Background: an optimization exercise with open tools, aiming at small area, a short achievable clock period and few clock cycles per item. Do not read the settings as production practice.
In this exercise RTL edits were held to simulation tests only and were not proved equivalent to the original.

==> design/flow/design.v <==
`timescale 1ns/1ps
module updateNeuron
(
	input						clk				,
	input						rst_n			,
	input						i_run			,
	input						i_init			,
	input						i_s_lern		,
	input						i_s_infr		,
	input signed 	[24:0]  	exc_current		,
	input signed 	[24:0]  	inh_current		,
	output 						o_s_init		,
	output						o_spike			,
	output						o_valid			,
	output			[4:0]		o_neuron_idx	,
	output			[49:0]		d_c				,
	output			[4:0]		addr_c			,
	output						ce_c			,
	output						we_c			,
	input			[49:0]		q_c				,
	output			[54:0]		d_m				,
	output			[4:0]		addr_m			,
	output						ce_m			,
	output						we_m			,
	input			[54:0]		q_m
);
localparam [24:0] E_REST     = 25'd5242880;	 
localparam [24:0] E_EXC      = 25'd6881280;	 
localparam [24:0] E_INH      = 25'd3604480;	 
localparam [24:0] THRESH_ADD = 25'd11240;
localparam [24:0] INH_MAX    = 25'd655360;
localparam [24:0] VT_INIT    = 25'd5406720;
reg			busy2;		 
reg			busy;		 
reg			initing;	 
reg			init_rd;	 
reg	[4:0]	idx;
wire idle       = !busy2 && !busy && !initing;
wire run        = idle && i_run;
wire init_start = idle && i_init;
wire [4:0] idx_nx = (idx == 5'd17) ? 5'd0 : idx + 5'd1;
always @(posedge clk or negedge rst_n) begin
	if (!rst_n) begin
		busy2   <= 1'b0;
		busy    <= 1'b0;
		initing <= 1'b0;
		init_rd <= 1'b0;
		idx     <= 5'd0;
	end else begin
		busy2 <= run;
		busy  <= busy2;
		if (init_start) begin
			initing <= 1'b1;
			init_rd <= 1'b1;
		end else if (initing) begin
			init_rd <= 1'b0;
			if (idx == 5'd17)
				initing <= 1'b0;
			idx <= idx_nx;
		end else if (busy) begin
			idx <= idx_nx;
		end
	end
end
wire		mem_ce   = busy2 || busy || init_start || initing;
wire		mem_we   = busy || init_start || (initing && !init_rd);
wire [4:0]	mem_addr = busy2 ? idx_nx : init_rd ? 5'd0 : idx;
wire	[24:0]	q_ge = q_c[49:25];
wire	[24:0]	q_gi = q_c[24:0];
wire	[24:0]	q_vt = q_m[24:0];
wire	[24:0]	q_dvt = E_REST - q_vt;
reg		[24:0]	pf_g, pf_gi, pf_vm, pf_vt, pf_vtl;
reg				pf_ref;
reg		[3:0]	pf_cnt;
always @(posedge clk) begin
	pf_g   <= q_ge - {{3{q_ge[24]}}, q_ge[24:3]};
	pf_gi  <= q_gi - {4'd0, q_gi[24:4]};
	pf_vm  <= q_m[49:25];
	pf_vt  <= q_vt;
	pf_vtl <= q_vt + {{17{q_dvt[24]}}, q_dvt[24:17]};	 
	pf_ref <= q_m[54];
	pf_cnt <= q_m[53:50];
end
wire	[24:0]	ge_n = pf_g + exc_current;
wire	[24:0]	gi_v = pf_gi[23:0] + inh_current[23:0];
wire	[25:0]	gi_w = pf_gi[23:0] + inh_current[23:0] + (25'd16777216 - 25'd655361);
wire	[24:0]	gi_t = {pf_gi[24] ^ inh_current[24] ^ gi_v[24], gi_v[23:0]};
wire			gi_big = !gi_t[24] && (gi_v[24] ? gi_w[25] : (gi_w[25] | gi_w[24]));
wire	[24:0]	gi_n = gi_big ? INH_MAX : gi_t;
wire	[24:0]	d_exc = E_EXC - pf_vm;
wire	[24:0]	d_inh = E_INH - pf_vm;
wire	[17:0]	ma = pf_ref ? 18'd0 : d_exc[24:7];
wire	[17:0]	mb = pf_ref ? 18'd0 : d_inh[24:7];
wire	[24:0]	d_rest = E_REST - pf_vm;
wire	[24:0]	rr = pf_ref ? 25'd0 : {d_rest[24], d_rest[24:1]};
function [26:0] bz;
	input [24:0] x;
	input [2:0]  m;		 
	reg one, two, neg;
	reg [25:0] w;
	begin
		one = m[1] ^ m[0];
		two = (m[2] & ~m[1] & ~m[0]) | (~m[2] & m[1] & m[0]);
		neg = m[2];
		w = (one ? {x[24], x} : two ? {x, 1'b0} : 26'd0) ^ {26{neg}};
		bz = {~w[25], w};
	end
endfunction
wire [18:0] ma_x = {ma, 1'b0};
wire [18:0] mb_x = {mb, 1'b0};
wire [34:0] r1 [0:8];
wire [34:0] r2 [0:8];
wire [8:0]  n1, n2;
genvar gv;
generate for (gv = 0; gv < 9; gv = gv + 1) begin : g_pp
	assign r1[gv] = {8'd0, bz(ge_n, ma_x[2*gv+2:2*gv])} << (2*gv);
	assign r2[gv] = {8'd0, bz(gi_n, mb_x[2*gv+2:2*gv])} << (2*gv);
	assign n1[gv] = ma_x[2*gv+2];
	assign n2[gv] = mb_x[2*gv+2];
end endgenerate
wire [12:0] lo1 = r1[0][9:0] + r1[1][9:0] + r1[2][9:0] + r1[3][9:0] + r1[4][9:0]
				+ {n1[4], 1'b0, n1[3], 1'b0, n1[2], 1'b0, n1[1], 1'b0, n1[0]};
wire [12:0] lo2 = r2[0][9:0] + r2[1][9:0] + r2[2][9:0] + r2[3][9:0] + r2[4][9:0]
				+ {n2[4], 1'b0, n2[3], 1'b0, n2[2], 1'b0, n2[1], 1'b0, n2[0]};
localparam [34:0] KOFF = 35'h2AC000000;
localparam [24:0] KHI  = (KOFF >> 10) + (KOFF >> 10);
wire [25:0] h [0:18];
generate for (gv = 0; gv < 9; gv = gv + 1) begin : g_hi
	if (gv >= 6) begin : g_n
		assign h[gv]     = {1'b0, r1[gv][34:10]} | ({24'd0, n1[gv-1]} << (2*gv-12));
		assign h[gv + 9] = {1'b0, r2[gv][34:10]} | ({24'd0, n2[gv-1]} << (2*gv-12));
	end else begin : g_p
		assign h[gv]     = {1'b0, r1[gv][34:10]};
		assign h[gv + 9] = {1'b0, r2[gv][34:10]};
	end
end endgenerate
assign h[18] = {1'b0, rr + KHI + ({23'd0, n1[8]} << 6) + ({23'd0, n2[8]} << 6)};
function [51:0] csa;	 
	input [25:0] x, y, z;
	begin
		csa[25:0]  = x ^ y ^ z;
		csa[51:26] = {((x & y) | (x & z) | (y & z)), 1'b0};
	end
endfunction
wire [25:0] l1 [0:12];
wire [25:0] l2 [0:8];
wire [25:0] l3 [0:5];
generate for (gv = 0; gv < 6; gv = gv + 1) begin : g_l1
	assign {l1[2*gv+1], l1[2*gv]} = csa(h[3*gv], h[3*gv+1], h[3*gv+2]);
end endgenerate
assign l1[12] = h[18];
generate for (gv = 0; gv < 4; gv = gv + 1) begin : g_l2
	assign {l2[2*gv+1], l2[2*gv]} = csa(l1[3*gv], l1[3*gv+1], l1[3*gv+2]);
end endgenerate
assign l2[8] = l1[12];
generate for (gv = 0; gv < 3; gv = gv + 1) begin : g_l3
	assign {l3[2*gv+1], l3[2*gv]} = csa(l2[3*gv], l2[3*gv+1], l2[3*gv+2]);
end endgenerate
reg [25:0] s1_u [0:5];
reg [2:0]  s1_k1, s1_k2;
reg [24:0] s1_ge, s1_gi;
integer ii;
always @(posedge clk) begin
	for (ii = 0; ii < 6; ii = ii + 1)
		s1_u[ii] <= l3[ii];
	s1_k1 <= lo1[12:10];
	s1_k2 <= lo2[12:10];
	if (run) begin
		s1_ge <= ge_n;
		s1_gi <= gi_n;
	end
end
wire [28:0] qs = s1_u[0] + s1_u[1] + s1_u[2] + s1_u[3] + s1_u[4] + s1_u[5] + s1_k1 + s1_k2;
wire [31:0] ms = {pf_vm, 7'd0} + s1_u[0] + s1_u[1] + s1_u[2] + s1_u[3] + s1_u[4] + s1_u[5] + s1_k1 + s1_k2;
wire [6:0]  corr = {3'd0, qs[28:25]} + {6'd0, qs[24]};
wire [24:0] vm_c = {ms[31:25] - corr, ms[24:7]};
reg [24:0] s2_vm;
always @(posedge clk)
	s2_vm <= vm_c;
wire [24:0] vm_n = s2_vm;
function sgt;
	input [24:0] a, b;
	reg [24:0] g, e;
	reg r;
	integer i;
	begin
		g = a & ~b;
		e = a | ~b;
		g[24] = ~a[24] & b[24];
		e[24] = ~a[24] | b[24];
		r = 1'b0;
		for (i = 0; i < 25; i = i + 1)
			r = g[i] | (e[i] & r);
		sgt = r;
	end
endfunction
wire [24:0] vt_n = i_s_lern ? pf_vtl : pf_vt;
wire [24:0] vt_f = vt_n + (i_s_infr ? 25'd0 : THRESH_ADD);
wire        fire = sgt(vm_n, vt_n);
wire [3:0]  rc1    = pf_ref ? pf_cnt + 4'd1 : pf_cnt;
wire        eleven = (rc1 == 4'd11);
wire [49:0] c_out = (fire || pf_ref) ? 50'd0 : {s1_ge, s1_gi};
wire [54:0] m_out = {(pf_ref | fire) & ~eleven, eleven ? 4'd0 : rc1,
					 fire ? E_REST : vm_n, fire ? vt_f : vt_n};
assign ce_c   = mem_ce;
assign ce_m   = mem_ce;
assign we_c   = mem_we;
assign we_m   = mem_we;
assign addr_c = mem_addr;
assign addr_m = mem_addr;
assign d_c    = busy ? c_out : 50'd0;
assign d_m    = busy ? m_out : {1'b0, 4'd0, E_REST, VT_INIT};
assign o_s_init     = initing;
assign o_spike      = fire;
assign o_valid      = busy;
assign o_neuron_idx = idx;
endmodule
==> design/flow/run.sh <==
#!/bin/bash
# synth_recipe.tcl (not shown) runs the flow's synth.tcl, then flattens the netlist and writes it again
# the make line also repeats each setting of config.mk as NAME=value (left out here)
make -C /OpenROAD-flow-scripts/flow DESIGN_CONFIG=/design/flow/config.mk WORK_HOME=/design/flow/orfs CLKGATE_MAP_FILE= SYNTH_SCRIPT=/design/flow/synth_recipe.tcl finish
==> design/flow/config.mk <==
export PLATFORM = sky130hd
export DESIGN_NAME = updateNeuron
export DESIGN_NICKNAME = updateNeuron
export VERILOG_FILES = /design/flow/design.v
export SDC_FILE = /design/flow/constraint.sdc
export NUM_CORES = 4
export LEC_CHECK = 0
export CAP_MARGIN = 20
export CORE_MARGIN = 2
export CORE_UTILIZATION = 40
export SLEW_MARGIN = 20
==> design/flow/constraint.sdc <==
create_clock -name core_clock -period 7.2 [get_ports {clk}]
set_input_delay 1.4400 -clock core_clock [delete_from_list [all_inputs] [get_ports {clk}]]
set_output_delay 1.4400 -clock core_clock [all_outputs]
set_load 0.01 [all_outputs]
==> results of run 1 <==
cell families (layout without fill, tap and decap cells):
kind of cell / Yosys count / in the layout / share of synthesized area (%)
buffers and inverters: 1162 / 1571 / 10.1
adder cells (fa/ha/maj): 852 / 852 / 32.1
flip-flops: 372 / 372 / 17.9
other: 0 / 2 / 0
multiplexers: 44 / 44 / 1.11
AND/OR/NAND/NOR: 863 / 863 / 9.73
AO/OA/AOI/OAI: 1416 / 1416 / 20.8
XOR/XNOR: 424 / 424 / 8.31
through the flow:
stage               cells  TNS [ns]  hold slack (ns)
floorplan            5133   -0.0373            0.379
global placement     6937     -1.81            0.563
detailed placement   6937     -3.55            0.571
CTS                  7025         0            0.586
global route         7030   -0.0563            0.614
finish               7032         0            0.588
final cells by class:
class	count	area (um^2)	area share [%]
Multi-Input combinational cell	3599	32400	61.4
Sequential cell	372	7990	15.1
Timing Repair Buffer	661	5830	11.0
Inverter	822	3090	5.84
Tap cell	1488	1860	3.52
Clock buffer	64	1380	2.62
Clock inverter	24	262	0.495
Antenna cell	2	5.00	0.00947
Yosys cell counts (all sizes together) (37+ instances only):
| master | count | area, um^2 |
|---|---|---|
| xnor2 | 311 | 2730 |
| nor2 | 229 | 872 |
| ha | 332 | 4150 |
| a21oi | 305 | 1550 |
| xor2 | 113 | 990 |
| o211ai | 49 | 398 |
| nand3 | 54 | 270 |
| buf | 113 | 574 |
| inv | 812 | 3050 |
| edfxtp | 50 | 1500 |
| o221ai | 70 | 613 |
| a211oi | 55 | 418 |
| mux2i | 37 | 419 |
| a31oi | 41 | 263 |
| o22ai | 167 | 1040 |
| clkbuf | 227 | 852 |
| a22oi | 188 | 1410 |
| nand2 | 202 | 766 |
| o21ai | 282 | 1420 |
| and3 | 92 | 576 |
| a21o | 57 | 428 |
| fa | 501 | 10000 |
| nor3 | 79 | 405 |
| dfxtp | 313 | 6270 |
layout by cell type, fill, tap and decap left out, types with 11 or more instances in the layout:
cell type and n:
o221ai_1 69, a21oi_1 297, a31oi_1 39, nand3_1 53
mux2i_1 30, o21ai_1 52, buf_12 12, o31ai_1 18
buf_4 362, maj3_1 17, and3_1 92, nand2_1 197
o21ai_0 227, or3_1 20, or2_2 23, a211oi_1 52
a21o_1 57, xnor2_1 309, nor3_1 77, edfxtp_1 50
inv_1 797, fa_1 500, clkbuf_16 49, inv_2 17
and2_1 22, o22ai_1 167, xor2_1 112, nor4_1 11
nand4_1 13, o21a_1 24, ha_1 332, o211ai_1 43
a221oi_1 27, nand2b_1 26, dfxtp_1 312, o21bai_1 18
clkdlybuf4s50_1 286, nor2_1 220, a22oi_1 186, nor2b_1 33
state kept, by name (all words and copies together), names as in the netlist, 4 cells and up:
name	count
idx	5
pf_cnt	4
pf_g	25
pf_gi	25
pf_vm	25
pf_vt	25
pf_vtl	25
s1_ge	25
s1_gi	25
s1_u	152
s2_vm	25
worst max-delay path by stage:
stage	cells after the start	start	slack (ns)	end
global route	29	inh_current[19]	-0.06	s1_k2[1]$_DFF_P_
detailed placement	26	inh_current[0]	-0.57	s1_k2[1]$_DFF_P_
finish	26	inh_current[0]	0.23	s1_k2[1]$_DFF_P_
global placement	24	inh_current[0]	-0.51	s1_k2[1]$_DFF_P_
CTS	26	inh_current[0]	0.13	s1_k2[1]$_DFF_P_
floorplan	25	inh_current[19]	-0.04	s1_k2[1]$_DFF_P_
timing repair:
action                     4_1_cts  5_1_grt
setup buffers                    0        4
setup endpoints to repair        0       15
resized for setup                0       18
metal layers:
metal / vias up / part of all wire, % / track usage [%]
li1: 18300 / - / -
met1: 19300 / 41 / 35.7
met2: 1871 / 45 / 44.2
met3: 383 / 8.9 / 5.79
met4: 2 / 5.1 / 12.1
met5: - / 0.0068 / 0
worst min-delay path, stage by stage, from the launching register on:
cell and delay, ns:
dfrtp_1 0.39, nor2_1 0.06, nor2_1 0.09
==> impl_metrics.toml, run 1 <==
[sta]
worst_slew_pin_slew_ns = 1.17
fin_crit_sh_pct = 96.7
finalCriticalPeriod_ns = 6.97
relSlewSlack_pct = 21.6
setup_viol = 0
drv_slew = 0
fmax_mhz = 144
fin_ws_ns = 0.235
fin_worst_skew_ns = 0.0444
finalHoldViolCount = 0

[synth]
synth_nets = 6127
async_reset_ff_share_pct = 2.42
synth_cell_types = 110
synth_area_um2 = 44800
yosysSeqAreaShare_pct = 17.9
synth_area_per_cell_um2 = 8.72
synth-seq-cells = 372
ys.flop_type = "dfxtp_1"
synth_cells = 5133
synth_warnings = 2
synth_edf_count = 50

[placement]
placed_area_um2 = 51100
hpwl_um = 128000
io_buffers = 287
dpl_worst_slack_ns = -0.570
place.gp.congestion = 0.982

[worst_setup_path]
crit_type = "input port to register"
crit_family = "adder cells"
cpPeakStageDelay_ns = 0.50
crit_top_cell = "fa_1"
reg2reg_slack_ns = 0.41
critPathMaxFanout = 5
critPathRequiredTime_ns = 7.78
reg2reg_to = "s2_vm[24]$_DFF_P_"
critPathBufInv = 3
cp.arrival_ns = 7.54
cp_slowest_cell = "fa_1"
endpoint_kind = "register"
r2r-start = "s1_u[1][2]$_DFF_P_"
critPathLaunchType = "input port"
r2r_cells = 28

[floorplanning]
start_util_pct = 40.4
fp.dieH_um = 339
rows = 122
die-area_um2 = 115000
coreArea_um2 = 111000
io-pin-count = 288
die_w_um = 339

[detailed_routing]
drtPass1Iterations = 8
wl_um = 161000
initialDrtViolationCount = 3834
drc_errors = 0
antenna_left = 0
vias_per_cell = 5.66
wire_per_inst_um = 22.9
via_count = 39800

[clock_tree]
root_buffer = "clkbuf_16"
hold_buffers = 0
numCtsBuffers = 48
cts_buffer_depth = 3
insertion_delay_ns = 0.67
htreeDepth = 2
cts_tree = "built"
path_clk_slew_ns = 0.06
cts.sinks = 372

[final_layout]
fill_cells = 10800
nets = 6498
utilization_pct = 47.7
drive_gt1_share_pct = 10.6
final_area_um2 = 52900
syn_to_final_growth_pct = 18.1

[global_routing]
antenna_found_initial = 1
grt_usage_pct = 27.5
overflow = 0
grt_pass1_vias = 39300
grt_max_degree = 65
grt_pass1_wl_um = 243000

[min_path]
hold_path_depth = 2
hold_class = "register to register"
min_to = "init_rd$_DFFE_PN0P_"
worstHoldStart = "init_rd$_DFFE_PN0P_"

[flow_run]
cap_violations = 0

[status]
status = "complete, no violations"
Testbench counts, summed over its fixed seeds: cycles 7,776, items 2,592.
==> run 2: changes to the inputs <==
--- a/design/flow/design.v
+++ b/design/flow/design.v
@@ -122,4 +122,11 @@
 				+ {n1[4], 1'b0, n1[3], 1'b0, n1[2], 1'b0, n1[1], 1'b0, n1[0]};
-wire [12:0] lo2 = r2[0][9:0] + r2[1][9:0] + r2[2][9:0] + r2[3][9:0] + r2[4][9:0]
+wire [26:0] r2t [0:4];
+generate for (gv = 0; gv < 5; gv = gv + 1) begin : g_pp2t
+	assign r2t[gv] = bz(gi_t, mb_x[2*gv+2:2*gv]);
+end endgenerate
+wire [12:0] lo2 = r2t[0][9:0] + {r2t[1][7:0], 2'd0} + {r2t[2][5:0], 4'd0}
+				+ {r2t[3][3:0], 6'd0} + {r2t[4][1:0], 8'd0}
 				+ {n2[4], 1'b0, n2[3], 1'b0, n2[2], 1'b0, n2[1], 1'b0, n2[0]};
+wire [2:0]  k2_big = {2'd0, n2[0]} + {2'd0, n2[1]} + {2'd0, n2[2]} + {2'd0, n2[3]} + {2'd0, n2[4]};
+wire [2:0]  k2 = gi_big ? k2_big : lo2[12:10];
 localparam [34:0] KOFF = 35'h2AC000000;
@@ -166,3 +173,3 @@
 	s1_k1 <= lo1[12:10];
-	s1_k2 <= lo2[12:10];
+	s1_k2 <= k2;
 	if (run) begin
==> run 2 against run 1 <==
Net effect:
- critical path depth up 4
- area after synthesis down 1.9%
- die area down 1.9%
- via count down 3.8%
- critical endpoint is now s2_vm[23]$_DFF_P_
==> impl_metrics.toml, run 2 <==
[status]
status = "complete, no violations"

[clock_tree]
cts.sinks = 372
root_buffer = "clkbuf_16"
hold_buffers = 0
numCtsBuffers = 47
cts_tree = "built"
path_clk_slew_ns = 0.06
insertion_delay_ns = 0.66
htreeDepth = 2
cts_buffer_depth = 3

[final_layout]
mostFrequentLayoutCell = "inv_1"
syn_to_final_growth_pct = 18.6
fill_cells = 10400
largest_register = "s1_u"
final_area_um2 = 52100
multiInputGateArea_um2 = 31800
layoutNonFillerInstCount = 6902
largest_register_ffs = 152
drive_gt1_share_pct = 9.86
utilization_pct = 47.8
diodes = 0
seq_area_um2 = 7990
nets = 6444
mostFrequentLayoutCells = "inv_1 (800), fa_1 (502), buf_4 (343)"

[synth]
synth_nets = 6049
synth_warnings = 2
synth_area_per_cell_um2 = 8.69
synth_common_cells = "inv_1 (801), fa_1 (502), ha_1 (332), a21oi_1 (323), xnor2_1 (321)"
async_reset_ff_share_pct = 2.42
ys.flop_type = "dfxtp_1"
synth-seq-cells = 372
synth_cells = 5054
synth.area.top_cells = "fa_1 (23%), dfxtp_1 (14%), ha_1 (9.5%)"
yosysMostFrequentCell = "inv_1"
synth_edf_count = 50
synth_top_area_share_pct = 22.9
yosysTopAreaCell = "fa_1"
synth_cell_types = 97
synth_area_um2 = 43900
yosysSeqAreaShare_pct = 18.2

[worst_setup_path]
cp_slowest_cell = "or4b_2"
critPathRequiredTime_ns = 7.77
crit_type = "register to register"
cp.arrival_ns = 7.50
crit_top_cell = "inv_1"
critPathMaxFanout = 4
critPathLaunchType = "register"
cpPeakStageDelay_ns = 0.63
endpoint_kind = "register"

[global_routing]
met1_usage_pct = 36.2
grtUsageMet3_pct = 4.63
overflow = 0
grt_use_met2_pct = 43.1
grt.busiest_layer = "met2"
grt_usage_pct = 27.3
grt_pass1_wl_um = 234000
grt_max_degree = 52
antenna_found_initial = 6
grt_pass1_vias = 38000

[floorplanning]
rows = 121
coreArea_um2 = 109000
io-pin-count = 288
fp.dieH_um = 335
die-area_um2 = 112000
start_util_pct = 40.3
die_w_um = 335

[min_path]
hold_class = "register to register"

[detailed_routing]
via_count = 38300
antenna_left = 0
drc_errors = 0
vias_per_cell = 5.54
wire_per_inst_um = 22.5
initialDrtViolationCount = 3370
drtPass1Iterations = 6
wl_um = 156000

[sta]
relSlewSlack_pct = 24.5
setup_viol = 0
finalHoldViolCount = 0
finalCriticalPeriod_ns = 6.93
fin_crit_sh_pct = 96.3
fin_ws_ns = 0.267
drv_slew = 0
worst_slew_pin_slew_ns = 1.13
rsz0062_at_grt = "yes"
fin_worst_skew_ns = 0.0415
fmax_mhz = 144

[placement]
hpwl_um = 125000
placed_area_um2 = 50300
place.gp.congestion = 1.04
place_inst = 6810
io_buffers = 287
dpl_worst_slack_ns = -0.294

[flow_run]
cap_violations = 0
-- run 2: cell types whose count changed in the layout (fill, tap and decap cells not counted), sizes merged, moves of 15 or more --
cell	change
buf	-16
a21oi	+21
and3	-69
o21a	+18
o221ai	-64
o21ai	-34
and2	+60
o211ai	-22
nor3	+29
a22oi	-15
nor2	+43
xor2	+43
-- run 2: per-layer routing --
metal	share of wire, %	vias to the layer above
li1	-	17700
met1	42	18400
met2	44	1804
met3	8.5	373
met4	5.5	2
met5	0.0084	-
-- run 2: kinds of logic (layout without fill, tap and decap cells) --
kind of cell / count (synthesis) / in the layout / share of synthesized area [%]
simple gates: 914 / 914 / 10.2
xor+xnor: 478 / 478 / 9.55
buf+inv: 1120 / 1554 / 9.88
flops: 372 / 372 / 18.2
compound gates: 1284 / 1284 / 18.6
fa+ha+maj: 842 / 842 / 32.5
mux: 44 / 44 / 1.04
-- run 2: layout make-up --
cell class | instances | share of cell area (%)
Clock buffer | 62 | 2.59
Inverter | 819 | 5.90
Tap cell | 1414 | 3.40
Multi-Input combinational cell | 3562 | 61.0
Sequential cell | 372 | 15.4
Clock inverter | 26 | 0.586
Timing Repair Buffer | 647 | 11.1
-- run 2: what timing repair did --
item                       CTS  global route
setup endpoints to repair   91            87
gates cloned                 0             1
setup buffers                0             2
pin swaps                    0             7
gates resized for setup      5            17
-- run 2: worst paths after layout --
path	slack [ns]	startpoint	to	cells after the start
setup / recovery	0.27	s1_u[2][1]$_DFF_P_	s2_vm[23]$_DFF_P_	30
hold / removal	0.58	init_rd$_DFFE_PN0P_	init_rd$_DFFE_PN0P_	2
max in group asynchronous	5.78	rst_n	idx[3]$_DFFE_PN0P_	1
setup reg to reg	0.27	s1_u[2][1]$_DFF_P_	s2_vm[23]$_DFF_P_	30
hold reg to reg	0.58	init_rd$_DFFE_PN0P_	init_rd$_DFFE_PN0P_	2
min in group asynchronous	1.10	rst_n	init_rd$_DFFE_PN0P_	1
-- run 2: critical path: cells and delay by family, from the launching register on --
family	cells	cell delay [ns]
AO/OA/AOI/OAI	11	2.10
XOR/XNOR	1	0.16
adder cells (fa/ha/maj)	7	2.65
buffers and inverters	7	0.60
flip-flops	1	0.34
AND/OR/NAND/NOR	4	1.01
-- run 2: through the flow --
step,hold WS (ns),TNS (ns)
3_5_place_dp,0.566,-13.81
4_1_cts,0.582,0
5_1_grt,0.623,-0.183
6_report,0.577,0
2_1_floorplan,0.379,0
3_3_place_gp,0.561,-10.15
Testbench counts of run 2, summed over its fixed seeds: cycles 7,776, items 2,592.
==> run 3: changes to the inputs <==
--- a/design/flow/design.v
+++ b/design/flow/design.v
@@ -71,3 +71,9 @@
 wire	[24:0]	q_dvt = E_REST - q_vt;
-reg		[24:0]	pf_g, pf_gi, pf_vm, pf_vt, pf_vtl;
+wire	[24:0]	q_vm = q_m[49:25];
+wire			q_ref = q_m[54];
+wire	[24:0]	q_dexc = E_EXC - q_vm;
+wire	[24:0]	q_dinh = E_INH - q_vm;
+wire	[24:0]	q_drest = E_REST - q_vm;
+reg		[24:0]	pf_g, pf_gi, pf_vm, pf_vt, pf_vtl, pf_rr;
+reg		[17:0]	pf_ma, pf_mb;
 reg				pf_ref;
@@ -77,3 +83,6 @@
 	pf_gi  <= q_gi - {4'd0, q_gi[24:4]};
-	pf_vm  <= q_m[49:25];
+	pf_vm  <= q_vm;
+	pf_ma  <= q_ref ? 18'd0 : q_dexc[24:7];
+	pf_mb  <= q_ref ? 18'd0 : q_dinh[24:7];
+	pf_rr  <= q_ref ? 25'd0 : {q_drest[24], q_drest[24:1]};
 	pf_vt  <= q_vt;
@@ -89,8 +98,5 @@
 wire	[24:0]	gi_n = gi_big ? INH_MAX : gi_t;
-wire	[24:0]	d_exc = E_EXC - pf_vm;
-wire	[24:0]	d_inh = E_INH - pf_vm;
-wire	[17:0]	ma = pf_ref ? 18'd0 : d_exc[24:7];
-wire	[17:0]	mb = pf_ref ? 18'd0 : d_inh[24:7];
-wire	[24:0]	d_rest = E_REST - pf_vm;
-wire	[24:0]	rr = pf_ref ? 25'd0 : {d_rest[24], d_rest[24:1]};
+wire	[17:0]	ma = pf_ma;
+wire	[17:0]	mb = pf_mb;
+wire	[24:0]	rr = pf_rr;
 function [26:0] bz;
@@ -182,25 +188,34 @@
 wire [6:0]  corr = {3'd0, qs[28:25]} + {6'd0, qs[24]};
-wire [24:0] vm_c = {ms[31:25] - corr, ms[24:7]};
-reg [24:0] s2_vm;
-always @(posedge clk)
-	s2_vm <= vm_c;
-wire [24:0] vm_n = s2_vm;
+reg        lern_r, infr_r;
+reg [24:0] s2_y;
+reg [3:0]  s2_corr;
+always @(posedge clk) begin
+	if (run) begin
+		lern_r <= i_s_lern;
+		infr_r <= i_s_infr;
+	end
+	s2_y    <= ms[31:7];
+	s2_corr <= corr[3:0];
+end
+wire [24:0] vm_n = {s2_y[24:18] - {3'd0, s2_corr}, s2_y[17:0]};
 function sgt;
 	input [24:0] a, b;
-	reg [24:0] g, e;
-	reg r;
-	integer i;
+	reg [31:0] g, e;
+	integer i, l;
 	begin
-		g = a & ~b;
-		e = a | ~b;
+		g = {7'd0, a & ~b};
+		e = {7'd0, a | ~b};
 		g[24] = ~a[24] & b[24];
 		e[24] = ~a[24] | b[24];
-		r = 1'b0;
-		for (i = 0; i < 25; i = i + 1)
-			r = g[i] | (e[i] & r);
-		sgt = r;
+		for (l = 1; l < 32; l = l * 2)
+			for (i = 31; i >= 0; i = i - 1)
+				if (i % (2 * l) >= l) begin
+					e[i] = g[i] | (e[i] & e[i - (i % (2 * l)) + l - 1]);
+					g[i] = g[i] | (e[i] & g[i - (i % (2 * l)) + l - 1]);
+				end
+		sgt = g[24];
 	end
 endfunction
-wire [24:0] vt_n = i_s_lern ? pf_vtl : pf_vt;
-wire [24:0] vt_f = vt_n + (i_s_infr ? 25'd0 : THRESH_ADD);
+wire [24:0] vt_n = lern_r ? pf_vtl : pf_vt;
+wire [24:0] vt_f = vt_n + (infr_r ? 25'd0 : THRESH_ADD);
 wire        fire = sgt(vm_n, vt_n);
==> run 3 against run 2 <==
Net effect:
- register-to-register slack better by 0.64 ns
- fmax up 4.1%
==> impl_metrics.toml, run 3 <==
[min_path]
hold_class = "register to register"
hold_path_depth = 1
worstHoldStart = "pf_vm[24]$_DFF_P_"

[final_layout]
seq_area_um2 = 9000
multiInputGateArea_um2 = 37000
fill_cells = 12400
final_area_um2 = 58300
largest_register = "s1_u"
syn_to_final_growth_pct = 14.3
layoutNonFillerInstCount = 8051
drive_gt1_share_pct = 8.24
mostFrequentLayoutCells = "inv_1 (796), fa_1 (499), a21oi_1 (408)"
mostFrequentLayoutCell = "inv_1"
largest_register_ffs = 152
nets = 7332

[global_routing]
grt_pass1_vias = 43900
overflow = 0
grt_max_degree = 101
grt_usage_pct = 27.1
antenna_found_initial = 8
grt_pass1_wl_um = 272000

[clock_tree]
numCtsBuffers = 56
htreeDepth = 2
cts_buffer_depth = 3
path_clk_slew_ns = 0.06
root_buffer = "clkbuf_16"
cts_tree = "built"
insertion_delay_ns = 0.72
cts.sinks = 419

[sta]
relSlewSlack_pct = 26.2
fin_setup_tns_ns = 0
rsz0062_at_grt = "no"
finalCriticalPeriod_ns = 6.66
fin_ws_ns = 0.541
fin_worst_skew_ns = 0.0709
worst_slew_pin_slew_ns = 1.08
setup_viol = 0
fmax_mhz = 150
drv_slew = 0
finalHoldViolCount = 0
fin_crit_sh_pct = 92.5

[synth]
synth-seq-cells = 419
synth_area_um2 = 51000
async_reset_ff_share_pct = 2.15
yosysSeqAreaShare_pct = 17.6
synth_common_cells = "inv_1 (798), fa_1 (499), a21oi_1 (410), nor2_1 (405), clkbuf_1 (374)"
ys.flop_type = "dfxtp_1"
yosysTopAreaCell = "fa_1"
synth_area_per_cell_um2 = 8.19
synth_top_area_share_pct = 19.6
synth_cells = 6230
synth_edf_count = 52
synth_cell_types = 100
synth_warnings = 2
yosysMostFrequentCell = "inv_1"
synth_nets = 7222
synth.area.top_cells = "fa_1 (20%), dfxtp_1 (14%), ha_1 (8.1%)"

[floorplanning]
fp.dieH_um = 361
die-area_um2 = 130000
die_w_um = 361
rows = 131
coreArea_um2 = 127000
io-pin-count = 288
start_util_pct = 40.2

[worst_setup_path]
r2r_cells = 23
reg2reg_slack_ns = 0.91
cp-startpoint = "lern_r$_DFFE_PP_"
critPathRequiredTime_ns = 5.76
critPathMaxFanout = 30
crit_type = "register to output pin"
cp.arrival_ns = 5.22
r2r-start = "s1_u[1][2]$_DFF_P_"
critPathLaunchType = "register"
endpoint_kind = "output pin"

[placement]
io_buffers = 287
placed_area_um2 = 56400
dpl_worst_slack_ns = -0.0436
hpwl_um = 140000
place_inst = 7940
place.gp.congestion = 0.949

[detailed_routing]
initialDrtViolationCount = 4847
wire_per_inst_um = 22.5
wl_um = 181000
antenna_left = 0
via_count = 46300
drtPass1Iterations = 7
drc_errors = 0
vias_per_cell = 5.75

[flow_run]
cap_violations = 0

[status]
status = "complete, no violations"
-- run 3: critical path: stages (launching register included) --
cell and delay (ns):
edfxtp_1 0.49, buf_4 0.21, buf_4 0.17, mux2_4 0.34, and2_4 0.14, maj3_2 0.29
maj3_2 0.30, maj3_2 0.35, maj3_2 0.32, or2_1 0.32, buf_4 0.27, or3_1 0.37
a21oi_1 0.30, clkdlybuf4s50_1 0.61
-- run 3: worst paths after layout --
check                                     end
setup / recovery                      d_m[12]
hold / removal               s2_y[24]$_DFF_P_
setup reg to reg           s2_corr[3]$_DFF_P_
hold reg to reg              s2_y[24]$_DFF_P_
max in group asynchronous   initing$_DFF_PN0_
min in group asynchronous  idx[4]$_DFFE_PN0P_
-- run 3: layer usage --
layer  up-vias  GRT usage, %  routed length [um]
met3       348          5.39               16500
met4         4          11.1                8100
met2      1955          43.5               81700
met5         -             0                  22
li1      21600             -                   -
met1     22500          35.6               74900
-- run 3: metrics by stage --
stage | util [%] | hold slack [ns]
finish | 45.9 | 0.411
global route | 45.9 | 0.439
CTS | 45.9 | 0.400
detailed placement | 44.4 | 0.444
global placement | 44.4 | 0.427
floorplan | - | 0.377
-- run 3: cell type report --
class                           count  area share [%]
Multi-Input combinational cell   4478            63.5
Sequential cell                   419            15.4
Timing Repair Buffer              566            8.96
Inverter                          819            5.27
Tap cell                         1662            3.57
Clock buffer                       68            2.59
Clock inverter                     37           0.635
Antenna cell                        2         0.00858
-- run 3: logic make-up after synthesis --
kind of cell | share of synthesized area, %
flip-flops | 17.6
adder cells (fa/ha/maj) | 30.2
buffers and inverters | 10.1
AND/OR/NAND/NOR | 12.8
AO/OA/AOI/OAI | 22.1
multiplexers | 0.922
XOR/XNOR | 6.34
-- run 3: what timing repair did --
action,CTS,global route
resized for setup,0,0
setup buffers,0,4
setup endpoints to repair,0,1
hold buffers,0,0
Testbench counts of run 3, summed over its fixed seeds: cycles 7,776, items 2,592.
==> run 4: changes to the inputs <==
--- a/design/flow/config.mk
+++ b/design/flow/config.mk
@@ -7,2 +7,3 @@
 export LEC_CHECK = 0
+export ABC_AREA = 1
 export CAP_MARGIN = 20
==> run 4 against run 3 <==
Net effect:
- synthesized cell count rose by 0.88%
- sequential cell count stayed put
- core utilization up 0.15 points
- hold slack lost 0.035 ns
- clock skew decreased by 0.032 ns
- global-route usage increased by 0.18 points
==> impl_metrics.toml, run 4 <==
[status]
status = "complete, no violations"

[placement]
hpwl_um = 136000
placed_area_um2 = 51800
place.gp.congestion = 0.968
io_buffers = 287

[synth]
synth_common_cells = "nand2_1 (1331), inv_1 (1191), fa_1 (499), xor2_1 (383), nor2_1 (381)"
synth_top_family_by_area = "adder cells"
ys.flop_type = "dfxtp_1"
synthSimpleGateAreaFrac_pct = 19.2
yosysMostFrequentCell = "nand2_1"
synth_edf_count = 52
synth_cells = 6285
yosys.area_share.xor_xnor_pct = 7.99
synth_area_um2 = 47200
yosysSeqAreaShare_pct = 19.0
synth_area_per_cell_um2 = 7.50
async_reset_ff_share_pct = 2.15
synth_top_area_share_pct = 21.2
synthMuxAreaShare_pct = 0.106
synth_compound_area_share_pct = 11.8
synth.area.top_cells = "fa_1 (21%), dfxtp_1 (15%), nand2_1 (11%)"
synth_nets = 7277
synth_warnings = 2
synth-seq-cells = 419
synth_cell_types = 60
yosysTopAreaCell = "fa_1"
synthAdderAreaFrac_pct = 30.0

[global_routing]
grt_usage_pct = 27.3
antenna_found_initial = 6
grt_max_degree = 75
overflow = 0
grt_pass1_vias = 42500
grt_pass1_wl_um = 253000

[sta]
fin_crit_sh_pct = 87.0
whs_ns = 0.377
relSlewSlack_pct = 24.6
finalHoldViolCount = 0
fin_setup_tns_ns = 0
rsz0062_at_grt = "no"
drv_slew = 0
fin_worst_skew_ns = 0.0388
setup_viol = 0
worst_slew_pin_slew_ns = 1.13
fmax_mhz = 160
finalCriticalPeriod_ns = 6.26

[floorplanning]
io-pin-count = 288
fp.dieH_um = 347
start_util_pct = 40.5
rows = 125
die_w_um = 347
coreArea_um2 = 117000
die-area_um2 = 121000

[worst_setup_path]
critPathMaxFanout = 11
reg2reg_slack_ns = 1.53
critPathRequiredTime_ns = 7.74
cp.arrival_ns = 6.81
crit_type = "input port to register"
critPathLaunchType = "input port"
endpoint_kind = "register"

[detailed_routing]
initialDrtViolationCount = 3472
vias_per_cell = 5.31
drc_errors = 0
antenna_left = 0
drtPass1Iterations = 7
wl_um = 168000
wire_per_inst_um = 20.8
via_count = 42800

[clock_tree]
path_clk_slew_ns = 0.06
root_buffer = "clkbuf_16"
hold_buffers = 0
cts.sinks = 419
insertion_delay_ns = 0.67
htreeDepth = 2
numCtsBuffers = 52
cts_tree = "built"
cts_buffer_depth = 3
cts_setup_buffers = 0
cts_resized = 0

[final_layout]
diodes = 0
mostFrequentLayoutCells = "nand2_1 (1330), inv_1 (1190), fa_1 (499)"
largest_register = "s1_u"
largest_register_ffs = 152
mostFrequentLayoutCell = "nand2_1"
nets = 7495
syn_to_final_growth_pct = 13.8
drive_gt1_share_pct = 4.25
final_area_um2 = 53600
fill_cells = 11800

[flow_run]
cap_violations = 0

[min_path]
hold_class = "register to register"
-- run 4: cell types whose count changed after synthesis, moves of 86 or more --
| cell | before | now |
|---|---|---|
| clkbuf_1 | 374 | 138 |
| a22oi_1 | 153 | 6 |
| nand2_1 | 358 | 1331 |
| o22ai_1 | 115 | 246 |
| o21ai_0 | 338 | 244 |
| nor3_1 | 145 | 59 |
| xor2_1 | 67 | 383 |
| a21oi_1 | 410 | 262 |
| maj3_1 | 123 | 0 |
| nand3_1 | 153 | 289 |
| xnor2_1 | 297 | 47 |
| inv_1 | 798 | 1191 |
-- run 4: metrics by stage --
stage | std cells | setup WS [ns] | util [%]
2_1_floorplan | 6285 | 1.57 | -
3_3_place_gp | 7973 | 0.438 | 44.4
3_5_place_dp | 7973 | 0.367 | 44.4
4_1_cts | 8070 | 1.08 | 46.0
5_1_grt | 8070 | 0.594 | 46.0
6_report | 8070 | 0.938 | 46.0
-- run 4: cells by family after synthesis --
kind of cell               Yosys count
AOI/OAI and AO/OA                  952
and+or+nand+nor                   2193
DFF                                419
muxes                                5
buffers and inverters             1455
xor gates and xnor gates           430
adders and majority gates          831
-- run 4: worst max-delay path, stage by stage --
cell and delay [ns]:
clkdlybuf4s50_1 0.48, ha_1 0.23, inv_1 0.07, fa_1 0.42, inv_1 0.08, nand3_1 0.06
nand2_1 0.20, nand2_1 0.08, nand2_1 0.15, a21oi_1 0.13, o21ai_0 0.42, xor2_1 0.40
inv_1 0.21, nand2_2 0.22, inv_1 0.26, nand2_1 0.11, o21ai_0 0.11, nand2_1 0.08
nand2_1 0.07, fa_1 0.48, inv_1 0.05, fa_1 0.52, inv_1 0.05, fa_1 0.45
-- run 4: final cells by class --
class,count,area [um^2],area share (%)
multi-input cells,4411,32600,60.7
flip-flops and latches,419,8960,16.7
inverters,1222,4590,8.55
repair buffers,397,3710,6.92
well taps,1524,1910,3.55
clock buffers,65,1450,2.70
clock inverters,32,448,0.835
-- run 4: layer usage --
metal  part of all wire [%]  up-vias  track usage, %
li1                       -    20300               -
met1                     41    20300            34.9
met2                     46     1890            45.0
met3                    7.8      420            4.29
met4                    5.2        2            12.9
met5                 0.0077        -               0
-- run 4: worst paths after layout --
| kind | end | cells after the start | startpoint |
|---|---|---|---|
| hold reg to reg | busy$_DFF_PN0_ | 0 | busy2$_DFF_PN0_ |
| min in group asynchronous | idx[3]$_DFFE_PN0P_ | 1 | rst_n |
| hold / removal | busy$_DFF_PN0_ | 0 | busy2$_DFF_PN0_ |
| max in group asynchronous | initing$_DFF_PN0_ | 1 | rst_n |
| setup / recovery | s1_u[2][9]$_DFF_P_ | 24 | inh_current[0] |
| setup reg to reg | s1_k2[1]$_DFF_P_ | 20 | pf_mb[7]$_SDFF_PP0_ |
==> run 5: changes to the inputs <==
--- a/design/flow/design.v
+++ b/design/flow/design.v
@@ -32,3 +32,2 @@
 localparam [24:0] VT_INIT    = 25'd5406720;
-reg			busy2;		 
 reg			busy;		 
@@ -37,3 +36,3 @@
 reg	[4:0]	idx;
-wire idle       = !busy2 && !busy && !initing;
+wire idle       = !busy && !initing;
 wire run        = idle && i_run;
@@ -43,3 +42,2 @@
 	if (!rst_n) begin
-		busy2   <= 1'b0;
 		busy    <= 1'b0;
@@ -49,4 +47,3 @@
 	end else begin
-		busy2 <= run;
-		busy  <= busy2;
+		busy <= run;
 		if (init_start) begin
@@ -64,5 +61,5 @@
 end
-wire		mem_ce   = busy2 || busy || init_start || initing;
+wire		mem_ce   = run || busy || init_start || initing;
 wire		mem_we   = busy || init_start || (initing && !init_rd);
-wire [4:0]	mem_addr = busy2 ? idx_nx : init_rd ? 5'd0 : idx;
+wire [4:0]	mem_addr = run ? idx_nx : init_rd ? 5'd0 : idx;
 wire	[24:0]	q_ge = q_c[49:25];
@@ -160,2 +157,4 @@
 wire [25:0] l3 [0:5];
+wire [25:0] l4 [0:3];
+wire [25:0] l5 [0:2];
 generate for (gv = 0; gv < 6; gv = gv + 1) begin : g_l1
@@ -171,31 +170,23 @@
 end endgenerate
-reg [25:0] s1_u [0:5];
+generate for (gv = 0; gv < 2; gv = gv + 1) begin : g_l4
+	assign {l4[2*gv+1], l4[2*gv]} = csa(l3[3*gv], l3[3*gv+1], l3[3*gv+2]);
+end endgenerate
+assign {l5[1], l5[0]} = csa(l4[0], l4[1], l4[2]);
+assign l5[2] = l4[3];
+reg [25:0] s1_u0, s1_u1, s1_u2;
 reg [2:0]  s1_k1, s1_k2;
 reg [24:0] s1_ge, s1_gi;
-integer ii;
 always @(posedge clk) begin
-	for (ii = 0; ii < 6; ii = ii + 1)
-		s1_u[ii] <= l3[ii];
+	s1_u0 <= l5[0];
+	s1_u1 <= l5[1];
+	s1_u2 <= l5[2];
 	s1_k1 <= lo1[12:10];
 	s1_k2 <= k2;
-	if (run) begin
-		s1_ge <= ge_n;
-		s1_gi <= gi_n;
-	end
+	s1_ge <= ge_n;
+	s1_gi <= gi_n;
 end
-wire [28:0] qs = s1_u[0] + s1_u[1] + s1_u[2] + s1_u[3] + s1_u[4] + s1_u[5] + s1_k1 + s1_k2;
-wire [31:0] ms = {pf_vm, 7'd0} + s1_u[0] + s1_u[1] + s1_u[2] + s1_u[3] + s1_u[4] + s1_u[5] + s1_k1 + s1_k2;
-wire [6:0]  corr = {3'd0, qs[28:25]} + {6'd0, qs[24]};
-reg        lern_r, infr_r;
-reg [24:0] s2_y;
-reg [3:0]  s2_corr;
-always @(posedge clk) begin
-	if (run) begin
-		lern_r <= i_s_lern;
-		infr_r <= i_s_infr;
-	end
-	s2_y    <= ms[31:7];
-	s2_corr <= corr[3:0];
-end
-wire [24:0] vm_n = {s2_y[24:18] - {3'd0, s2_corr}, s2_y[17:0]};
+wire [27:0] qs = s1_u0 + s1_u1 + s1_u2 + s1_k1 + s1_k2;
+wire [31:0] ms = {pf_vm, 7'd0} + s1_u0 + s1_u1 + s1_u2 + s1_k1 + s1_k2;
+wire [6:0]  corr = {4'd0, qs[27:25]} + {6'd0, qs[24]};
+wire [24:0] vm_n = {ms[31:25] - corr, ms[24:7]};
 function sgt;
@@ -218,2 +209,8 @@
 endfunction
+reg         lern_r, infr_r;
+always @(posedge clk)
+	if (run) begin
+		lern_r <= i_s_lern;
+		infr_r <= i_s_infr;
+	end
 wire [24:0] vt_n = lern_r ? pf_vtl : pf_vt;
==> run 5 against run 4 <==
Net effect:
- now fails the layout checks on negative setup slack
- synthesized cell count decreased by 16%
- sequential cell count down 107
- global-route usage increased by 0.12 points
- register-to-register slack worse by 0.36 ns
- critical path depth up 16
- area after synthesis is 14% lower
- cell count down 9.0%
- fmax is 23% lower
==> impl_metrics.toml, run 5 <==
[synth]
ys.flop_type = "dfxtp_1"
yosysMostFrequentCell = "inv_1"
yosys.area_share.xor_xnor_pct = 12.1
synth_cell_types = 61
synth_area_per_cell_um2 = 7.69
yosysTopAreaCell = "fa_1"
async_reset_ff_share_pct = 2.56
synth_common_cells = "inv_1 (1061), nand2_1 (795), xor2_1 (501), fa_1 (435), ha_1 (372)"
synth_cells = 5294
synth_area_um2 = 40700
synth_warnings = 1
synthAdderAreaFrac_pct = 32.8
synth.area.top_cells = "fa_1 (21%), dfxtp_1 (15%), ha_1 (11%)"
synthMuxAreaShare_pct = 0.0984
yosysSeqAreaShare_pct = 15.5
synth_compound_area_share_pct = 13.3
synth_nets = 6262
synth_top_area_share_pct = 21.4
synthSimpleGateAreaFrac_pct = 13.9
synth_edf_count = 2
synth_top_family_by_area = "adder cells"
synth-seq-cells = 312

[detailed_routing]
drc_errors = 0
via_count = 37900
highest_layer = "met5"
wire_per_inst_um = 20.1
drtPass1Iterations = 6
wl_met3_um = 10600
met1_length_um = 59700
initialDrtViolationCount = 3051
wl_met2_um = 68800
vias_per_cell = 5.16
wl_um = 147000
antenna_left = 0

[clock_tree]
hold_buffers = 0
numCtsBuffers = 39
path_clk_slew_ns = 0.06
htreeDepth = 2
insertion_delay_ns = 0.61
cts.sinks = 312
cts_buffer_depth = 3
cts_tree = "built"
root_buffer = "clkbuf_16"

[worst_setup_path]
crit_top_cell = "nand2_1"
critPathLaunchType = "register"
cp_slowest_cell = "fa_1"
cp-startpoint = "s1_u0[2]$_DFF_P_"
cp.arrival_ns = 6.68
critPathBufInv = 11
crit_family = "adder cells"
r2r-start = "pf_gi[0]$_DFF_P_"
reg2reg_slack_ns = 1.17
reg2reg_to = "s1_u0[5]$_DFF_P_"
crit_type = "register to output pin"
cpPeakStageDelay_ns = 0.54
critPathMaxFanout = 5
critPathRequiredTime_ns = 5.76
endpoint_kind = "output pin"
r2r_cells = 28

[flow_run]
cap_violations = 0

[final_layout]
largest_register_ffs = 26
drive_gt1_share_pct = 15.3
largest_register = "s1_u0"
syn_to_final_growth_pct = 25.8
mostFrequentLayoutCells = "inv_1 (1052), nand2_1 (764), xor2_1 (498)"
mostFrequentLayoutCell = "inv_1"
nets = 6906

[min_path]
hold_class = "register to register"
hold_path_depth = 2
worstHoldStart = "idx[1]$_DFFE_PN0P_"
min_to = "idx[1]$_DFFE_PN0P_"

[sta]
setup_viol = 99
whs_ns = 0.571
fin_worst_skew_ns = 0.0283
worst_slew_pin_slew_ns = 1.01
rsz0062_at_grt = "yes"
fin_setup_tns_ns = -75.57
fin_crit_sh_pct = 113
relSlewSlack_pct = 32.8
drv_slew = 0
finalHoldViolCount = 0
fmax_mhz = 123
fin_ws_ns = -0.918
finalCriticalPeriod_ns = 8.12

[placement]
hpwl_um = 115000
io_buffers = 287
place.gp.congestion = 1.00

[floorplanning]
die-area_um2 = 104000
coreArea_um2 = 101000
start_util_pct = 40.2
fp.dieH_um = 323
die_w_um = 323
io-pin-count = 288
rows = 117

[global_routing]
grt_max_degree = 49
grt_pass1_vias = 37400
grt_pass1_wl_um = 218000
overflow = 0
grt_usage_pct = 27.4
antenna_found_initial = 8

[status]
status = "failed layout checks"
so_faults = "negative setup slack"

[pwr]
run 5: changes by cell type in the layout (fill, tap and decap cells not counted), moves of 58 or more:
cell	previous run	this run
buf_4	109	445
nand2_1	1330	764
buf_2	0	58
nor2_1	380	269
dfxtp_1	354	292
inv_1	1190	1052
fa_1	499	428
clkdlybuf4s50_1	287	185
nand3_1	289	116
xor2_1	383	498
run 5: final cells by class:
type | instances | area (um^2)
fill | 9936 | 50100
multi-input combinational | 3689 | 30300
timing repair buffer | 808 | 7390
sequential | 312 | 6320
inverter | 1088 | 4090
tap | 1368 | 1710
clock buffer | 50 | 1090
clock inverter | 22 | 289
antenna | 3 | 7.51
run 5: worst max-delay path by stage:
stage	endpoint	slack, ns	cells after the start
after floorplan	d_m[38]	0.33	39
after CTS	d_c[39]	-0.83	40
after detailed placement	d_c[11]	-0.68	40
final	d_m[31]	-0.92	40
after global routing	d_m[31]	-1.33	40
after global placement	d_m[46]	-0.64	39
run 5: routing by layer:
layer  GRT usage, %  up-vias
met3           4.27      366
li1               -    18000
met1           34.2    17900
met5              0        -
met4           13.3        4
met2           46.2     1562
run 5: worst register-to-register path, delay by kind of cell, from the launching register on:
kind,cells,cell delay (ns)
AO/OA/AOI/OAI,3,0.54
flip-flops,1,0.31
adder cells (fa/ha/maj),7,3.14
buffers and inverters,7,0.76
XOR/XNOR,1,0.23
AND/OR/NAND/NOR,10,0.93
run 5: through the flow:
step / util [%] / setup WS, ns / cell area (um^2) / std cells
CTS: 49.7 / -0.826 / 50400 / 7318
global route: 50.6 / -1.33 / 51200 / 7338
detailed placement: 47.8 / -0.679 / 48500 / 7214
global placement: 47.8 / -0.637 / 48500 / 7214
finish: 50.6 / -0.918 / 51200 / 7340
floorplan: - / 0.325 / 40700 / 5294
run 5: repair_timing:
action | 4_1_cts | 5_1_grt
resized for setup | 411 | 267
gates cloned | 4 | 10
pin swaps | 19 | 57
setup buffers | 31 | 15
endpoints found under the setup margin | 99 | 144
run 5: cell families after synthesis:
kind of cell	count (synthesis)
AOI/OAI and AO/OA	934
buffers and inverters	1295
DFF	312
adders and majority gates	807
muxes	4
and+or+nand+nor	1378
xor gates and xnor gates	564
Testbench counts of run 5, summed over its fixed seeds: cycles 5,184, items 2,592.
==> run 6: changes to the inputs <==
--- a/design/flow/design.v
+++ b/design/flow/design.v
@@ -175,11 +175,11 @@
 assign l5[2] = l4[3];
-reg [25:0] s1_u0, s1_u1, s1_u2;
-reg [2:0]  s1_k1, s1_k2;
+wire [25:0] l6 [0:1];
+assign {l6[1], l6[0]} = csa(l5[0], l5[1], l5[2]);
+reg [25:0] s1_u0, s1_u1;
+reg [3:0]  s1_k;
 reg [24:0] s1_ge, s1_gi;
 always @(posedge clk) begin
-	s1_u0 <= l5[0];
-	s1_u1 <= l5[1];
-	s1_u2 <= l5[2];
-	s1_k1 <= lo1[12:10];
-	s1_k2 <= k2;
+	s1_u0 <= l6[0];
+	s1_u1 <= l6[1];
+	s1_k  <= {1'b0, lo1[12:10]} + {1'b0, k2};
 	s1_ge <= ge_n;
@@ -187,4 +187,12 @@
 end
-wire [27:0] qs = s1_u0 + s1_u1 + s1_u2 + s1_k1 + s1_k2;
-wire [31:0] ms = {pf_vm, 7'd0} + s1_u0 + s1_u1 + s1_u2 + s1_k1 + s1_k2;
+wire [31:0] m_x = {6'd0, s1_u0};
+wire [31:0] m_y = {6'd0, s1_u1};
+wire [31:0] m_z = {pf_vm, 3'd0, s1_k};
+wire [31:0] m_s = m_x ^ m_y ^ m_z;
+wire [31:0] m_c = {((m_x & m_y) | (m_x & m_z) | (m_y & m_z)), 1'b0};
+wire [31:0] ms = m_s + m_c;
+wire [27:0] qq_z = {24'd0, s1_k};
+wire [27:0] qq_s = m_x[27:0] ^ m_y[27:0] ^ qq_z;
+wire [27:0] qq_c = {((m_x[26:0] & m_y[26:0]) | (m_x[26:0] & qq_z[26:0]) | (m_y[26:0] & qq_z[26:0])), 1'b0};
+wire [27:0] qs = qq_s + qq_c;
 wire [6:0]  corr = {4'd0, qs[27:25]} + {6'd0, qs[24]};
@@ -217,3 +225,18 @@
 wire [24:0] vt_f = vt_n + (infr_r ? 25'd0 : THRESH_ADD);
-wire        fire = sgt(vm_n, vt_n);
+wire [6:0]  yt = ms[31:25];
+wire [6:0]  vtop = vt_n[24:18];
+wire        low_gt = ms[24:7] > vt_n[17:0];
+wire [7:0]  fire_c;
+generate for (gv = 0; gv < 8; gv = gv + 1) begin : g_fire
+	wire [7:0] yb = {1'b0, yt ^ 7'h40};
+	wire [7:0] lhs = yb + ((yb < gv) ? 8'd128 : 8'd0);
+	wire [7:0] rhs = {1'b0, vtop ^ 7'h40} + gv;
+	wire [6:0] veq = vtop + gv;
+	assign fire_c[gv] = (lhs > rhs) | ((yt == veq) & low_gt);
+end endgenerate
+wire [15:0] fire_t;
+generate for (gv = 0; gv < 16; gv = gv + 1) begin : g_fire_t
+	assign fire_t[gv] = fire_c[((gv + 1) / 2) % 8];
+end endgenerate
+wire        fire = fire_t[qs[27:24]];
 wire [3:0]  rc1    = pf_ref ? pf_cnt + 4'd1 : pf_cnt;
==> run 6 against run 5 <==
Net effect:
- the run now finishes clean
- die area rose by 3.9%
- register-to-register slack got worse by 0.28 ns
- sequential cell count fell by 27
- routed wire length rose by 11%
- core utilization rose by 0.43 points
- count of clock-buffer cells in the layout fell by 2
- highest routed layer unchanged
==> impl_metrics.toml, run 6 <==
[synth]
synth_cell_types = 68
yosysSeqAreaShare_pct = 13.6
synth_warnings = 1
ys.flop_type = "dfxtp_1"
synth_nets = 6789
synth_edf_count = 2
yosysTopAreaCell = "fa_1"
async_reset_ff_share_pct = 2.81
synth_area_per_cell_um2 = 7.28
synth.area.top_cells = "fa_1 (20%), dfxtp_1 (13%), ha_1 (12%)"
synth_top_area_share_pct = 19.7
yosysMostFrequentCell = "nand2_1"
synth_common_cells = "nand2_1 (1184), inv_1 (1014), xor2_1 (424), fa_1 (416), ha_1 (402)"
synth_area_um2 = 42300
synth-seq-cells = 285
synth_cells = 5810

[global_routing]
grt_pass1_wl_um = 241000
grt_pass1_vias = 40700
grt_max_degree = 47
overflow = 0
grt_usage_pct = 29.0
antenna_found_initial = 8

[worst_setup_path]
critPathRequiredTime_ns = 5.76
cp-startpoint = "s1_k[3]$_DFF_P_"
cp.arrival_ns = 5.72
endpoint_kind = "output pin"
r2r-start = "pf_gi[5]$_DFF_P_"
cp_slowest_cell = "fa_1"
reg2reg_to = "s1_u1[21]$_DFF_P_"
crit_type = "register to output pin"
r2r_cells = 28
reg2reg_slack_ns = 0.89
critPathMaxFanout = 6
cpPeakStageDelay_ns = 0.52
critPathLaunchType = "register"
crit_top_cell = "nand2_4"
crit_path_end = "d_c[24]"

[clock_tree]
insertion_delay_ns = 0.61
cts_tree = "built"
numCtsBuffers = 36
cts.sinks = 285
htreeDepth = 2
path_clk_slew_ns = 0.06
root_buffer = "clkbuf_16"
hold_buffers = 0
cts_buffer_depth = 3

[sta]
setup_viol = 0
rsz0062_at_grt = "yes"
finalHoldViolCount = 0
fmax_mhz = 140
whs_ns = 0.545
drv_slew = 0
finalCriticalPeriod_ns = 7.16
fin_worst_skew_ns = 0.0322
fin_crit_sh_pct = 99.4
worst_slew_pin_slew_ns = 1.16
relSlewSlack_pct = 21.8

[final_layout]
mostFrequentLayoutCell = "nand2_1"
largest_register = "s1_u0"
nets = 7500
mostFrequentLayoutCells = "nand2_1 (1126), inv_1 (979), buf_4 (542)"
drive_gt1_share_pct = 18.0
largest_register_ffs = 26
layoutNonFillerInstCount = 7941
syn_to_final_growth_pct = 26.7

[min_path]
worstHoldStart = "idx[3]$_DFFE_PN0P_"
hold_class = "register to register"

[floorplanning]
die-area_um2 = 108000
rows = 119
die_w_um = 329
coreArea_um2 = 105000
start_util_pct = 40.2
io-pin-count = 288
fp.dieH_um = 329

[detailed_routing]
via_count = 42200
wire_per_inst_um = 20.7
vias_per_cell = 5.31
drtPass1Iterations = 6
initialDrtViolationCount = 3536
antenna_left = 0
wl_um = 164000
drc_errors = 0

[placement]
place_inst = 7808
place.gp.congestion = 0.986
hpwl_um = 131000
io_buffers = 287

[flow_run]
cap_violations = 0

[status]
status = "complete, no violations"
## run 6: cell types whose count changed after synthesis, sizes merged, moves of 16 or more
cell	before	now
nand2	807	1206
nand3	135	255
xor2	501	424
nor2	331	395
inv	1070	1029
a21oi	231	270
o21ai	276	243
ha	372	402
buf	66	93
dfxtp	302	275
o22ai	296	273
nor3	30	51
fa	435	416
clkbuf	141	125
## run 6: through the flow
| step | instance area [um^2] | setup TNS (ns) | setup WS (ns) | utilization, % |
|---|---|---|---|---|
| 2_1_floorplan | 42300 | 0 | 0.294 | - |
| 3_3_place_gp | 50300 | -39.46 | -0.799 | 47.8 |
| 3_5_place_dp | 50300 | -45.11 | -0.798 | 47.8 |
| 4_1_cts | 51800 | 0 | 0.00156 | 49.3 |
| 5_1_grt | 53600 | -3.39 | -0.186 | 51.0 |
| 6_report | 53600 | 0 | 0.0426 | 51.0 |
## run 6: timing repair
action                                  CTS  global route
setup buffers                            13            48
pin swaps                                15           125
endpoints found under the setup margin  130           150
resized for setup                       220           581
gates cloned                              1             6
hold endpoints to repair                  0             0
## run 6: critical path: cells and delay by family, from the launching register on
| kind | cells | cell delay (ns) |
|---|---|---|
| AND/OR/NAND/NOR | 14 | 1.55 |
| adder cells (fa/ha/maj) | 3 | 1.16 |
| buffers and inverters | 7 | 0.95 |
| AO/OA/AOI/OAI | 7 | 0.91 |
| flip-flops | 1 | 0.35 |
| XOR/XNOR | 1 | 0.16 |
## run 6: routing by layer
layer  part of all wire, %  vias up  track usage (%)
li1                      -    19900                -
met1                    42    20000             38.1
met2                    44     1910             46.4
met3                   8.3      423             5.08
met4                   5.5        4             13.6
met5                 0.015        -                0
## run 6: area by class of cell
cell class              instances  area (um^2)
fillers                     10400        51500
multi-input cells            4256        33100
repair buffers                889         7720
flip-flops and latches        285         5810
inverters                    1051         3980
well taps                    1391         1740
clock buffers                  48          996
clock inverters                15          203
repair inverters                2         15.0
diodes                          4         10.0
## run 6: kinds of logic after synthesis
family                     synth area share (%)
adders and majority gates                  31.6
DFF                                        13.6
buffers and inverters                      11.7
AOI/OAI and AO/OA                          12.8
xor gates and xnor gates                   10.2
and+or+nand+nor                            19.8
muxes                                     0.189
## run 6: worst min path at each step
stage | endpoint | slack, ns | cells past startpoint
global route | idx[3]$_DFFE_PN0P_ | 0.58 | 2
CTS | init_rd$_DFFE_PN0P_ | 0.55 | 1
finish | idx[3]$_DFFE_PN0P_ | 0.54 | 2
global placement | idx[3]$_DFFE_PN0P_ | 0.49 | 2
detailed placement | idx[2]$_DFFE_PN0P_ | 0.54 | 2
floorplan | s1_ge[0]$_DFF_P_ | 0.44 | 1
Testbench counts of run 6, summed over its fixed seeds: cycles 5,184, items 2,592.
==> run 7: changes to the inputs <==
--- a/design/flow/config.mk
+++ b/design/flow/config.mk
@@ -10,3 +10,4 @@
 export CORE_MARGIN = 2
-export CORE_UTILIZATION = 40
+export CORE_UTILIZATION = 60
+export PLACE_DENSITY = 0.7
 export SLEW_MARGIN = 20
==> run 7 against run 6 <==
Net effect:
- now fails the layout checks on negative setup slack
- non-clock buffer count shrank 37
- global-route usage grew 14 points
- register-to-register slack lost 0.21 ns
- sequential share of layout area grew 0.13 points
- routed wire length shrank 2.6%
- area after synthesis is the same
- critical path type unchanged
- critical endpoint is now d_m[48]
- highest routed layer unchanged
==> impl_metrics.toml, run 7 <==
[floorplanning]
fp.dieH_um = 270
rows = 97
coreArea_um2 = 69900
io-pin-count = 288
start_util_pct = 60.5
die-area_um2 = 72600

[final_layout]
drive_gt1_share_pct = 15.6
layoutNonFillerInstCount = 7454
final_area_um2 = 52700
mostFrequentLayoutCells = "nand2_1 (1147), inv_1 (1003), buf_4 (503)"
nets = 7461
largest_register = "s1_u0"
utilization_pct = 75.4
syn_to_final_growth_pct = 24.6

[worst_setup_path]
critPathMaxFanout = 8
cp_slowest_cell = "fa_1"
critPathRequiredTime_ns = 5.76
critPathBufInv = 8
crit_top_cell = "nand2_1"
cp.arrival_ns = 5.91
endpoint_kind = "output pin"
crit_type = "register to output pin"
cpPeakStageDelay_ns = 0.59

[min_path]
hold_class = "register to register"
worstHoldStart = "idx[3]$_DFFE_PN0P_"

[synth]
synth_cell_types = 68
synth.area.top_cells = "fa_1 (20%), dfxtp_1 (13%), ha_1 (12%)"
synth_cells = 5810
yosysMostFrequentCell = "nand2_1"
synth_common_cells = "nand2_1 (1184), inv_1 (1014), xor2_1 (424), fa_1 (416), ha_1 (402)"
synth_area_um2 = 42300
synth_edf_count = 2
synth-seq-cells = 285
synth_area_per_cell_um2 = 7.28
synth_warnings = 1

[clock_tree]
insertion_delay_ns = 0.58
root_buffer = "clkbuf_16"
path_clk_slew_ns = 0.06
htreeDepth = 2
cts.sinks = 285
cts_buffer_depth = 3
cts_tree = "built"
numCtsBuffers = 35

[detailed_routing]
wire_per_inst_um = 21.4
wl_um = 160000
antenna_left = 0
initialDrtViolationCount = 4837
via_count = 43500
vias_per_cell = 5.84

[sta]
fin_setup_tns_ns = -4.64
relSlewSlack_pct = 22.0
whs_ns = 0.531
fin_ws_ns = -0.153
finalHoldViolCount = 0
fin_crit_sh_pct = 102
drv_slew = 0
fin_worst_skew_ns = 0.0291
setup_viol = 67

[status]
so_faults = "negative setup slack"
status = "failed layout checks"

[placement]
io_buffers = 287
placed_area_um2 = 49500
place_inst = 7332

[global_routing]
grt_max_degree = 52
overflow = 0
grt_usage_pct = 42.7
grt_pass1_vias = 43200
antenna_found_initial = 6

[flow_run]
cap_violations = 0
[run 7: worst paths after layout]
check,to,slack [ns],cells after the start
worst min-delay path,idx[3]$_DFFE_PN0P_,0.53,2
max in group asynchronous,idx[3]$_DFFE_PN0P_,5.74,1
worst min register to register,idx[3]$_DFFE_PN0P_,0.53,2
worst max register to register,s1_k[1]$_DFF_P_,0.68,24
worst max-delay path,d_m[48],-0.15,31
min in group asynchronous,busy$_DFF_PN0_,1.17,1
[run 7: area by class of cell]
type / count / area (um^2) / area share, %
Inverter: 1051 / 3950 / 7.50
Clock buffer: 47 / 1020 / 1.94
Sequential cell: 285 / 5790 / 11.0
Tap cell: 940 / 1180 / 2.23
Clock inverter: 17 / 258 / 0.489
Multi-Input combinational cell: 4257 / 32800 / 62.2
Antenna cell: 5 / 12.5 / 0.0237
Timing Repair Buffer: 852 / 7720 / 14.7
[run 7: logic make-up after synthesis]
kind of cell | Yosys count | share of synthesized area, %
AOI/OAI and AO/OA | 924 | 12.8
xor gates and xnor gates | 493 | 10.2
adders and majority gates | 818 | 31.6
buffers and inverters | 1269 | 11.7
DFF | 285 | 13.6
muxes | 8 | 0.189
and+or+nand+nor | 2013 | 19.8
[run 7: layer usage]
layer  vias to the layer above  global-route usage (%)  wire length (um)
li1                      19800                       -                 -
met1                     20300                    52.0             58900
met2                      2671                    68.7             70600
met3                       741                    11.6             19000
met4                         2                    23.7             11300
met5                         -                       0                13
[run 7: repair_timing]
item	4_1_cts	5_1_grt
hold buffers	0	0
hold endpoints to repair	0	0
pin swaps	22	70
endpoints found under the setup margin	140	151
resized for setup	334	245
setup buffers	29	16
gates cloned	10	0
[run 7: metrics by stage]
stage	setup slack, ns
after global placement	-0.601
after detailed placement	-0.689
after global routing	-0.357
after CTS	-0.0475
after floorplan	0.294
final	-0.153
[run 7: tightest hold or removal path: stages, from the launching register on]
cell and delay [ns]:
dfrtp_1 0.37, nand2_1 0.06, o21ai_0 0.06

-- re-timing with driven ports --
In the flow no input, the clock included, has a driving cell. The finished layouts below were timed again as built, in two steps.
Step 1 sets driving cells, clkbuf_16 on the clock port and buf_2 on the other inputs (assumed; they add their load-dependent delay and slew).
Step 2, shift: input delay + t, output delay - t, t = (earliest + latest rising clock arrival at the registers) / 2. This alone moves slack from input paths to output paths.
a / b / c = ideal / step 1 / step 2; a / b = the first two.
run | t (ns) | slack for setup (ns) | worst data-port slew with drivers (ns) | pins driven straight from the clock port
run 1 | 0.724 | 0.235 / 0.292 / -0.432 | 0.08 | 1
run 2 | 0.712 | 0.267 / 0.267 / -0.237 | 0.06 | 1
run 3 | 0.758 | 0.541 / 0.464 / -0.081 | 0.12 | 1
run 4 | 0.729 | 0.938 / 0.975 / 0.246 | 0.10 | 1
run 5 | 0.663 | -0.918 / -0.987 / -0.452 | 0.13 | 1
run 6 | 0.669 | 0.043 / -0.035 / -0.543 | 0.11 | 1
run 7 | 0.633 | -0.153 / -0.221 / -0.626 | 0.07 | 1
Met with ideal ports but missed after step 2: setup timing in run 1, run 2, run 3 and run 6. For run 4, which loses most, drivers alone change the setup slack by +0.037 ns; drivers and shift together by -0.692 ns.
